What follows belongs to an exercise in optimizing a design on an open flow for small area, a short achievable clock period and few clock cycles; a production flow would make more cautious choices.
Function was checked by simulation only, so behaviour that the tests miss may differ from the original.
Power figures rest on the tool's default switching activity, not on a simulated workload.

Setup of job 995:
==> flow/design.v (excerpt) <==
module int_calc(clk, rst, start, A, B, done, int_add, int_sub, int_mul, int_div, int_mod, addCo, addCy, subCo, subCy);
   input clk;
   input rst;
   input start;
   input [63:0] A;
   input [31:0] B;
   output done;
   output [31:0] int_add;
   output [31:0] int_sub;
   output [63:0] int_mul;
   output [31:0] int_div;
   output [31:0] int_mod;
   output addCo;
   output addCy;
   output subCo;
   output subCy;
   localparam TD = 1;           
   localparam TM = 1;           
   reg [31:0] b_r;              
   reg [63:0] p_r;              
   reg        one_x, two_x;     
   reg [31:0] r_r;              
   reg [31:0] q_r;              
   reg [31:0] sum_r;            
   reg [31:0] dif_r;            
   reg        add_c, sub_c;     
   reg        add_v, sub_v;     
   reg [3:0]  cnt;
   reg        busy;
   reg        done_r;
   wire       fin = busy & (cnt == 4'd15);    
   assign done    = done_r;
   assign int_mul = p_r;
   assign int_div = q_r;
   assign int_mod = r_r;
   assign int_add = sum_r;
   assign int_sub = dif_r;
   assign addCo   = add_c;
   assign addCy   = add_v;
   assign subCo   = sub_c;
   assign subCy   = sub_v;
   wire [1:0] sa = p_r[1:0];                   
   wire [1:0] sb = b_r[{cnt, 1'b0} +: 2];      
   wire       ac1 = (sa[0] & sb[0]) | (sa[0] & add_c) | (sb[0] & add_c);
   wire       ac2 = (sa[1] & sb[1]) | (sa[1] & ac1) | (sb[1] & ac1);
   wire [1:0] as = {sa[1] ^ sb[1] ^ ac1, sa[0] ^ sb[0] ^ add_c};
   wire       sc1 = (sa[0] & ~sb[0]) | (sa[0] & sub_c) | (~sb[0] & sub_c);
   wire       sc2 = (sa[1] & ~sb[1]) | (sa[1] & sc1) | (~sb[1] & sc1);
  ...
export LEC_CHECK = 0
export CAP_MARGIN = 20
export CORE_MARGIN = 2
export CORE_UTILIZATION = 40
export SETUP_SLACK_MARGIN = 1.5
export SLEW_MARGIN = 20
create_clock -name core_clock -period 21.0 [get_ports {clk}]
standard.sh (not shown) runs the stock make flow with config.mk's settings and CLKGATE_MAP_FILE= SYNTH_SCRIPT=/design/flow/synth_recipe.tcl, a recipe that flattens the netlist after the stock synthesis.
==> flow/flow/run.sh <==
#!/bin/bash
# Standard synthesis, then the ORFS layout with these changes: ports are
# buffered with buf_1 cells, timing repair aims at a larger setup slack
# margin, and the settings in params.sh (the clock period and all
# constraints are unchanged).
set -euo pipefail
W=$(pwd)
MARGIN=15.5
EXTRA=()
source flow/params.sh
bash standard.sh synth > synth.log 2>&1
make -C "$FLOW_HOME" DESIGN_CONFIG="$FLOW_CONFIG" WORK_HOME="$W/orfs" CLKGATE_MAP_FILE= \
  SYNTH_SCRIPT="$W/synth_recipe.tcl" CAP_MARGIN=20 CORE_MARGIN=2 CORE_UTILIZATION=40 \
  SETUP_SLACK_MARGIN=$MARGIN SLEW_MARGIN=20 \
  BUFFER_PORTS_ARGS="-buffer_cell sky130_fd_sc_hd__buf_1" "${EXTRA[@]}" finish > layout.log 2>&1
R="$W/orfs/results/$FLOW_PLATFORM/int_calc/base"
: # left out here: write the final layout as DEF
==> flow/flow/params.sh <==
MARGIN=15.65
EXTRA=( CORE_UTILIZATION=65 CTS_ARGS=-sink_clustering_enable\ -repair_clock_nets\ -sink_clustering_size\ 25\ -sink_clustering_max_diameter\ 60\ -dont_use_dummy_load )
Job 995 completed; timing, DRC and antenna clean
Testbench counts of job 995, summed over its fixed seeds: cycles 54,408.
diff inputs: job 995 => job 8581
==> flow/flow/params.sh <==
MARGIN=15.65
EXTRA=( CORE_UTILIZATION=65 CTS_CLUSTER_SIZE=25 CTS_CLUSTER_DIAMETER=60 )
From job 995 to job 8581, floorplan die width did not move at all.
Sequential power: job 8581 vs job 995 — no meaningful difference
Compared with job 995, job 8581 is the more power-hungry design.
Compared job 995 against job 8581; number of unique standard cell types used by synthesis within noise.
Against job 995, job 8581 reports a area used by sequential logic in the layout that is higher.
Job 8581 -> job 995: number of detailed-routing iterations run before antenna repair flat
Compared with job 995, job 8581 shows a global-route usage that is 0.54 points higher.
Reported for job 995 and job 8581, starting utilization of the core area turned out identical to the last digit.
Job 8581: done, clean on timing, DRC and antenna
Relative to job 995, post-route worst setup slack has gone up in job 8581.
Taking job 995 as the reference, in job 8581 share of the clock period used by the worst path after layout shows no meaningful change; post-route cell area increased by about 1.8% relative to the old numbers.
What job 6230 does differently from job 8581 at the input level:
==> flow/flow/params.sh <==
MARGIN=1.5
EXTRA=( CORE_UTILIZATION=65 CTS_CLUSTER_SIZE=25 CTS_CLUSTER_DIAMETER=60 )
Results
Job 6230 reports its last element of the critical path as int_mul[1] while job 8581 reports int_mod[28]. Compared with job 8581, job 6230 shows a met1 routing resource usage after global routing that is 0.73 points lower. Against job 8581 as the reference, job 6230 delivers a lower wire length of the first global-routing pass. Diff job 8581 and job 6230: timing-limited maximum frequency higher in job 8581. Routed wire in job 6230 totals less than in job 8581. Job 8581 → job 6230: global router's overall resource usage decreased by 0.39 points relative to the old numbers, total power -about 1%, count of cells resized by post-cts repair saw a decrease, total of plain and repair buffers excluding clock buffers lost 0.99%.
Changes in job 9467 relative to job 6230:
==> flow/flow/params.sh <==
MARGIN=15.65
EXTRA=( CORE_UTILIZATION=75 CAP_MARGIN=5 SLEW_MARGIN=5 CTS_ARGS=-sink_clustering_enable\ -repair_clock_nets\ -sink_clustering_size\ 25\ -sink_clustering_max_diameter\ 60\ -dont_use_dummy_load )
--- outcome ---
- Job 9467: all stages complete, timing, DRC and antenna checks passed
- Post-route met1 wirelength, job 9467 vs job 6230: down slightly
- Between job 6230 and job 9467, the number of flip-flops and latches does not differ in any meaningful way.
- Of the two values seen for critical-path cell with the highest stage delay, sky130_fd_sc_hd__dfxtp_1 was produced by job 9467 and sky130_fd_sc_hd__dfxtp_2 by job 6230.
- Global routing met1 resource utilization delta for job 9467 relative to job 6230: 6.2 points higher

-- port drivers added, routing unchanged --
In the flow no input, the clock included, has a driving cell. The finished layouts below were timed again as built, in two steps.
Step 1 sets driving cells, clkbuf_16 on the clock port and buf_2 on the other inputs (assumed; they add their load-dependent delay and slew).
Step 2, shift: input delay + t, output delay - t, t = (earliest + latest rising clock arrival at the registers) / 2. This alone moves slack from input paths to output paths.
Three values: ideal, step 1, step 2; two values: the first two.
| run | t, ns | setup WS [ns] | latest minus earliest clock arrival (ns) |
|---|---|---|---|
| job 995 | 0.545 | 15.666 / 15.617 / 16.162 | 0.058 / 0.059 |
| job 8581 | 0.567 | 15.692 / 15.642 / 16.197 | 0.018 / 0.018 |
| job 6230 | 0.568 | 15.035 / 14.986 / 15.554 | 0.020 / 0.020 |
| job 9467 | 0.536 | 15.670 / 15.620 / 16.156 | 0.053 / 0.052 |
After both steps setup and hold are still met in every run listed.
